Source: an optimization exercise on an open RTL-to-GDS flow (aim: a short achievable clock period and few clock cycles). Production flows keep margins and buffers that such runs may drop.
No activity file was given, so power comes from the tool's default toggle rates.

## run E
Design datapath, start of the top module:
module datapath (input clock, reset,
		 output [31:0] imem_addr,
		 input  [31:0] imem_rdata,
		 output        dmem_we,
		 output [31:0] dmem_addr, dmem_wdata,
		 input  [31:0] dmem_rdata);
For scale: roughly 160 I/O pins, about 170000 µm² of cells after synthesis.
==> flow/config.mk <==
export PLATFORM = sky130hd
export DESIGN_NAME = datapath
export DESIGN_NICKNAME = datapath
export VERILOG_FILES = /design/flow/design.v
export SDC_FILE = /design/flow/constraint.sdc
export NUM_CORES = 8
export LEC_CHECK = 0
export CAP_MARGIN = 25
export CORE_MARGIN = 2
export CORE_UTILIZATION = 40
export SETUP_SLACK_MARGIN = 3.2
export SLEW_MARGIN = 20
==> flow/constraint.sdc <==
create_clock -name core_clock -period 5.8 [get_ports {clock}]
set_input_delay 1.1600 -clock core_clock [delete_from_list [all_inputs] [get_ports {clock}]]
set_output_delay 1.1600 -clock core_clock [all_outputs]
set_load 0.01 [all_outputs]
standard.sh (not shown) runs the stock make flow with config.mk's settings and CLKGATE_MAP_FILE= SYNTH_SCRIPT=/design/flow/synth_recipe.tcl, a recipe that flattens the netlist after the stock synthesis.
==> flow/flow/run.sh <==
#!/bin/bash
# Layout flow: the standard flow, with synthesis mapping the logic through ABC with a
# delay-oriented script (flow/speed.abc) in place of the default one, and the timing
# repair after global routing run with pessimistic wire parasitics (flow/pre_grt.tcl).
# Everything else, including the registers that synthesis produces, is the standard flow's.
set -euo pipefail
here=$(pwd)
bash standard.sh SYNTH_SCRIPT=$here/flow/synth.tcl PRE_GLOBAL_ROUTE_TCL=$here/flow/pre_grt.tcl finish > $here/standard.log 2>&1
==> flow/flow/pre_grt.tcl <==
set rc_scale 1.25
foreach {layer c r} {li1 1.499e-04 7.176e-02 met1 1.72375e-04 8.929e-04 met2 1.36233e-04 8.929e-04
                     met3 2.14962e-04 1.567e-04 met4 1.48128e-04 1.567e-04 met5 1.54087e-04 1.781e-05} {
  set_layer_rc -layer $layer -capacitance [expr {$c * $rc_scale}] -resistance [expr {$r * $rc_scale}]
}
set_wire_rc -signal -layer met1
set_wire_rc -clock -layer met3
==> flow/flow/speed.abc <==
&get -n
&st
&dch
&nf
&put
buffer -c
topo
stime -c
upsize -c
dnsize -c
==> flow/flow/synth.tcl <==
# The standard flow's synthesis script, with the ABC mapping script replaced by flow/speed.abc
set ::speed_abc [file join [file dirname [file normalize [info script]]] speed.abc]
proc abc {args} {
  set i [lsearch $args -script]
  lset args [expr {$i + 1}] $::speed_abc
  yosys abc {*}$args
}
source [file join [file dirname [file dirname [file normalize [info script]]]] synth_recipe.tcl]
Here is what was changed in the inputs of run D compared with run E.
diff --git a/flow/design.v b/flow/design.v
--- a/flow/design.v
+++ b/flow/design.v
@@ -111,25 +111,22 @@
 wire [4:0]  rs_f = ins_f[25:21];
 wire [4:0]  rt_f = ins_f[20:16];
 wire [31:0] pc4_f = pc_f + 32'd4;
 localparam NL = 8;
 reg [NL-1:0] lv, lconf;
 reg [29:0] ltag [0:NL-1];
 reg [7:0]  lcnt [0:NL-1];
 reg [7:0]  ltrip [0:NL-1];
 reg        lflip_q;
 reg [29:0] pcs_e, pcs_l;
 reg        cinv_e, cinv_l, lpf_e, lpf_l;
-reg [NL-1:0] lhit_d, lhit_e, lhit_l;
-integer lh;
-always @* for (lh = 0; lh < NL; lh = lh + 1) lhit_d[lh] = lv[lh] & (ltag[lh] == pcs_d);
 wire [5:0]  op_f = ins_f[31:26];
 wire jmp_f = op_f == 6'b000010;
 wire beq_f = op_f == 6'b000100;
 wire bne_f = op_f == 6'b000101;
 wire same_f = rs_f == rt_f;
 wire [17:0] blo_x = {1'b0, pc_f[17:2], 1'b1} + {1'b0, ins_f[15:0], 1'b1};
 wire [16:0] blo_f = blo_x[17:1];
 wire [31:0] btgt_f = {pc_f[31:18], blo_f[15:0], 2'b00};
 wire spred_f = (beq_f & (same_f | ins_f[15])) | (bne_f & ~same_f);
 wire lpf_f = lflip_q & (beq_f | bne_f);	 
 wire pred_f = spred_f ^ lpf_f;
@@ -318,23 +315,22 @@
 		we_e <= go_d & we_d;
 		ld_e <= go_d & i_lw;
 		st_e <= go_d & i_sw;
 		br_e <= go_d & i_br;
 		mul_e <= go_d & f_mul;
 	end
 	wr_e <= wr_d;
 	inv_e <= i_bne ^ pred_d;	 
 	cinv_e <= i_bne ^ spred_d;	 
 	lpf_e <= lpf_d;
 	pcs_e <= pcs_d;
-	lhit_e <= lhit_d;
 	eq_e <= v_rs == v_rt;
 	msg_e <= ~fn[0];
 	alt_e <= pred_d ? pc4_d : btgt_d;
 	bt_e <= btgt_d;
 	crs_e <= pred_d & (blo_d[16] != ins_d[15]);
 	a_e <= hit_e_rs ? res_e : v_rs;
 	b_e <= fbp ? res_e : fbn ? ~res_e : bpre;
 	sd_e <= hit_e_rt ? res_e : v_rt;
 	sld_e <= hit_e_rt & ld_e;
 	lta_e <= hit_e_rs & ld_e;
 	ltb_e <= hit_e_rt & ld_e;
@@ -381,23 +377,25 @@
 wire redirect_e = br_e & ~kill_e & ~brl_e & (misp_e | crs_e);
 wire go_e = ~kill_e & ~redirect_m;	 
 wire misp_l = eq_l ^ inv_l;
 assign redirect_m = bl_m & (misp_l | crs_l);
 assign redirect = redirect_m | redirect_e;
 wire lu_m = bl_m;
 wire lu_e = br_e & ~kill_e & ~brl_e & ~redirect_m;
 wire lu_v = lu_m | lu_e;
 wire [29:0] lu_pc = lu_m ? pcs_l : pcs_e;
 wire lu_go = lu_m ? ~(eq_l ^ cinv_l) : ~(eq_e ^ cinv_e);	 
 wire lu_lpf = lu_m ? lpf_l : lpf_e;
-wire [NL-1:0] lu_hit = lu_m ? lhit_l : lhit_e;	 
+reg [NL-1:0] lu_hit;
+integer lj;
+always @* for (lj = 0; lj < NL; lj = lj + 1) lu_hit[lj] = lv[lj] & (ltag[lj] == lu_pc);
 reg [2:0] lptr;
 integer lk;
 always @(posedge clock)
 begin
 	if (reset) begin
 		lv <= {NL{1'b0}};
 		lptr <= 3'b0;
 	end else if (lu_v) begin
 		if (|lu_hit) begin
 			for (lk = 0; lk < NL; lk = lk + 1) if (lu_hit[lk]) begin
 				if (lu_go) begin
@@ -428,23 +426,22 @@
 		ld_m <= ld_e & go_e;
 		st_m <= st_e & go_e;
 		bl_m <= br_e & brl_e & go_e;
 	end
 	wr_m <= wr_e;
 	res_m <= res_e;
 	sd_m <= sld_e ? dmem_rdata : sd_e;
 	inv_l <= inv_e;
 	cinv_l <= cinv_e;
 	lpf_l <= lpf_e;
 	pcs_l <= pcs_e;
-	lhit_l <= lhit_e;
 	alt_l <= alt_e;
 	bt_l <= bt_e;
 	crs_l <= crs_e;
 	eq_l <= (lta_e ? dmem_rdata : a_e) == (ltb_e ? dmem_rdata : b_e);
 end
 wire [50:0] dig;
 wire [511:0] rows8;
 wire [191:0] rows3;
 wire [127:0] rows2;
 wire [32:0] plo;
 wire [31:0] phi0, phi1;
Notes after the runs:
For run D and run E, there was not a single run that failed to finish clean. Comparing run E with run D, the adder-cell area share of the yosys netlist came out essentially unchanged. Re share of the core filled with cells: run E was lower than run D. Diff run E -> run D | routed metal-1 wirelength | up by a few percent. Diff run E..run D | overall power of the completed layout | negligible. Run D against run E: worst hold margin level, final area rose about 2.6%, synthesized area rose by 1.1%. Run D vs. run E: setup slack now smaller, final wirelength went up 4.0%, maximum ir drop on the vdd rail increased about 16%. On mux contribution to synthesized area, run E tracks run D almost exactly.
No run of this note included a check of the RTL's function; only the layout flow was run.

* * *

north:
datapath with an RTL version that a note above also has.
For scale: about 14,000 cells after synthesis, roughly 160 I/O pins.
==> flow/config.mk <==
export PLATFORM = sky130hd
export DESIGN_NAME = datapath
export DESIGN_NICKNAME = datapath
export VERILOG_FILES = /design/flow/design.v
export SDC_FILE = /design/flow/constraint.sdc
export NUM_CORES = 8
export LEC_CHECK = 0
export CAP_MARGIN = 25
export CORE_MARGIN = 2
export CORE_UTILIZATION = 40
export SETUP_SLACK_MARGIN = 3.2
export SLEW_MARGIN = 20
==> flow/constraint.sdc <==
create_clock -name core_clock -period 5.8 [get_ports {clock}]
set_input_delay 1.1600 -clock core_clock [delete_from_list [all_inputs] [get_ports {clock}]]
set_output_delay 1.1600 -clock core_clock [all_outputs]
set_load 0.01 [all_outputs]
==> flow/flow/run.sh <==
#!/bin/bash
# Layout flow: the standard flow, with synthesis mapping the logic through ABC with a
# delay-oriented script (flow/speed.abc) in place of the default one. Everything else,
# including the registers that synthesis produces, is the standard flow's.
set -euo pipefail
here=$(pwd)
bash standard.sh SYNTH_SCRIPT=$here/flow/synth.tcl finish > $here/standard.log 2>&1
Scripts as last shown in full above: flow/flow/speed.abc, flow/flow/synth.tcl
north | status: complete | timing, DRC, antenna: pass
Input-level comparison between south and north:
--- a/flow/design.v
+++ b/flow/design.v
@@ -114,16 +114,19 @@
 localparam NL = 8;
 reg [NL-1:0] lv, lconf;
 reg [29:0] ltag [0:NL-1];
 reg [7:0]  lcnt [0:NL-1];
 reg [7:0]  ltrip [0:NL-1];
 reg        lflip_q;
 reg [29:0] pcs_e, pcs_l;
 reg        cinv_e, cinv_l, lpf_e, lpf_l;
+reg [NL-1:0] lhit_d, lhit_e, lhit_l;
+integer lh;
+always @* for (lh = 0; lh < NL; lh = lh + 1) lhit_d[lh] = lv[lh] & (ltag[lh] == pcs_d);
 wire [5:0]  op_f = ins_f[31:26];
 wire jmp_f = op_f == 6'b000010;
 wire beq_f = op_f == 6'b000100;
 wire bne_f = op_f == 6'b000101;
 wire same_f = rs_f == rt_f;
 wire [17:0] blo_x = {1'b0, pc_f[17:2], 1'b1} + {1'b0, ins_f[15:0], 1'b1};
 wire [16:0] blo_f = blo_x[17:1];
 wire [31:0] btgt_f = {pc_f[31:18], blo_f[15:0], 2'b00};
@@ -318,16 +321,17 @@
 		br_e <= go_d & i_br;
 		mul_e <= go_d & f_mul;
 	end
 	wr_e <= wr_d;
 	inv_e <= i_bne ^ pred_d;	 
 	cinv_e <= i_bne ^ spred_d;	 
 	lpf_e <= lpf_d;
 	pcs_e <= pcs_d;
+	lhit_e <= lhit_d;
 	eq_e <= v_rs == v_rt;
 	msg_e <= ~fn[0];
 	alt_e <= pred_d ? pc4_d : btgt_d;
 	bt_e <= btgt_d;
 	crs_e <= pred_d & (blo_d[16] != ins_d[15]);
 	a_e <= hit_e_rs ? res_e : v_rs;
 	b_e <= fbp ? res_e : fbn ? ~res_e : bpre;
 	sd_e <= hit_e_rt ? res_e : v_rt;
@@ -380,19 +384,17 @@
 assign redirect_m = bl_m & (misp_l | crs_l);
 assign redirect = redirect_m | redirect_e;
 wire lu_m = bl_m;
 wire lu_e = br_e & ~kill_e & ~brl_e & ~redirect_m;
 wire lu_v = lu_m | lu_e;
 wire [29:0] lu_pc = lu_m ? pcs_l : pcs_e;
 wire lu_go = lu_m ? ~(eq_l ^ cinv_l) : ~(eq_e ^ cinv_e);	 
 wire lu_lpf = lu_m ? lpf_l : lpf_e;
-reg [NL-1:0] lu_hit;
-integer lj;
-always @* for (lj = 0; lj < NL; lj = lj + 1) lu_hit[lj] = lv[lj] & (ltag[lj] == lu_pc);
+wire [NL-1:0] lu_hit = lu_m ? lhit_l : lhit_e;	 
 reg [2:0] lptr;
 integer lk;
 always @(posedge clock)
 begin
 	if (reset) begin
 		lv <= {NL{1'b0}};
 		lptr <= 3'b0;
 	end else if (lu_v) begin
@@ -429,16 +431,17 @@
 	end
 	wr_m <= wr_e;
 	res_m <= res_e;
 	sd_m <= sld_e ? dmem_rdata : sd_e;
 	inv_l <= inv_e;
 	cinv_l <= cinv_e;
 	lpf_l <= lpf_e;
 	pcs_l <= pcs_e;
+	lhit_l <= lhit_e;
 	alt_l <= alt_e;
 	bt_l <= bt_e;
 	crs_l <= crs_e;
 	eq_l <= (lta_e ? dmem_rdata : a_e) == (ltb_e ? dmem_rdata : b_e);
 end
 wire [50:0] dig;
 wire [511:0] rows8;
 wire [191:0] rows3;
[summary]
On number of rows in the core area: south sits below north. Utilization, south and north: lower on south. Changes observed in south relative to north: arrival time of the worst setup path up 0.08 ns; detail-routed via count per cell up 0.47%; TritonCTS buffer count down 4.
No functional check of the RTL was part of any run of this note.

[port drivers added, routing unchanged]
In the flow no input, the clock included, has a driving cell. The finished layouts below were timed again as built, in two steps.
Step 1 (the two cells are an assumption about what drives the block):
set clk [get_ports {clock}]
set_driving_cell -lib_cell sky130_fd_sc_hd__clkbuf_16 $clk
set_driving_cell -lib_cell sky130_fd_sc_hd__buf_2 [delete_from_list [all_inputs] $clk]
Step 2 times the ports against the registers' clock, not the clock port: input delays grow and output delays shrink by t, the midpoint of the rising clock arrivals with the driver on.
a / b / c = ideal ports / drivers / drivers and shift; a / b = the first two.
run | t, ns | setup slack, ns | worst setup path at the end | worst slew at a driven data input, ns
run E | 1.096 | 1.894 / 1.894 / 1.760 | input to register | 0.38
run D | 1.101 | 1.747 / 1.747 / 1.540 | input to register | 0.41
north | 1.099 | 1.760 / 1.760 / 1.555 | input to register | 0.41
south | 1.079 | 1.978 / 1.978 / 1.800 | input to register | 0.34
After both steps setup and hold are still met in every run listed. For run D, which loses most, drivers alone change the setup slack by 0.000 ns; drivers and shift together by -0.207 ns.
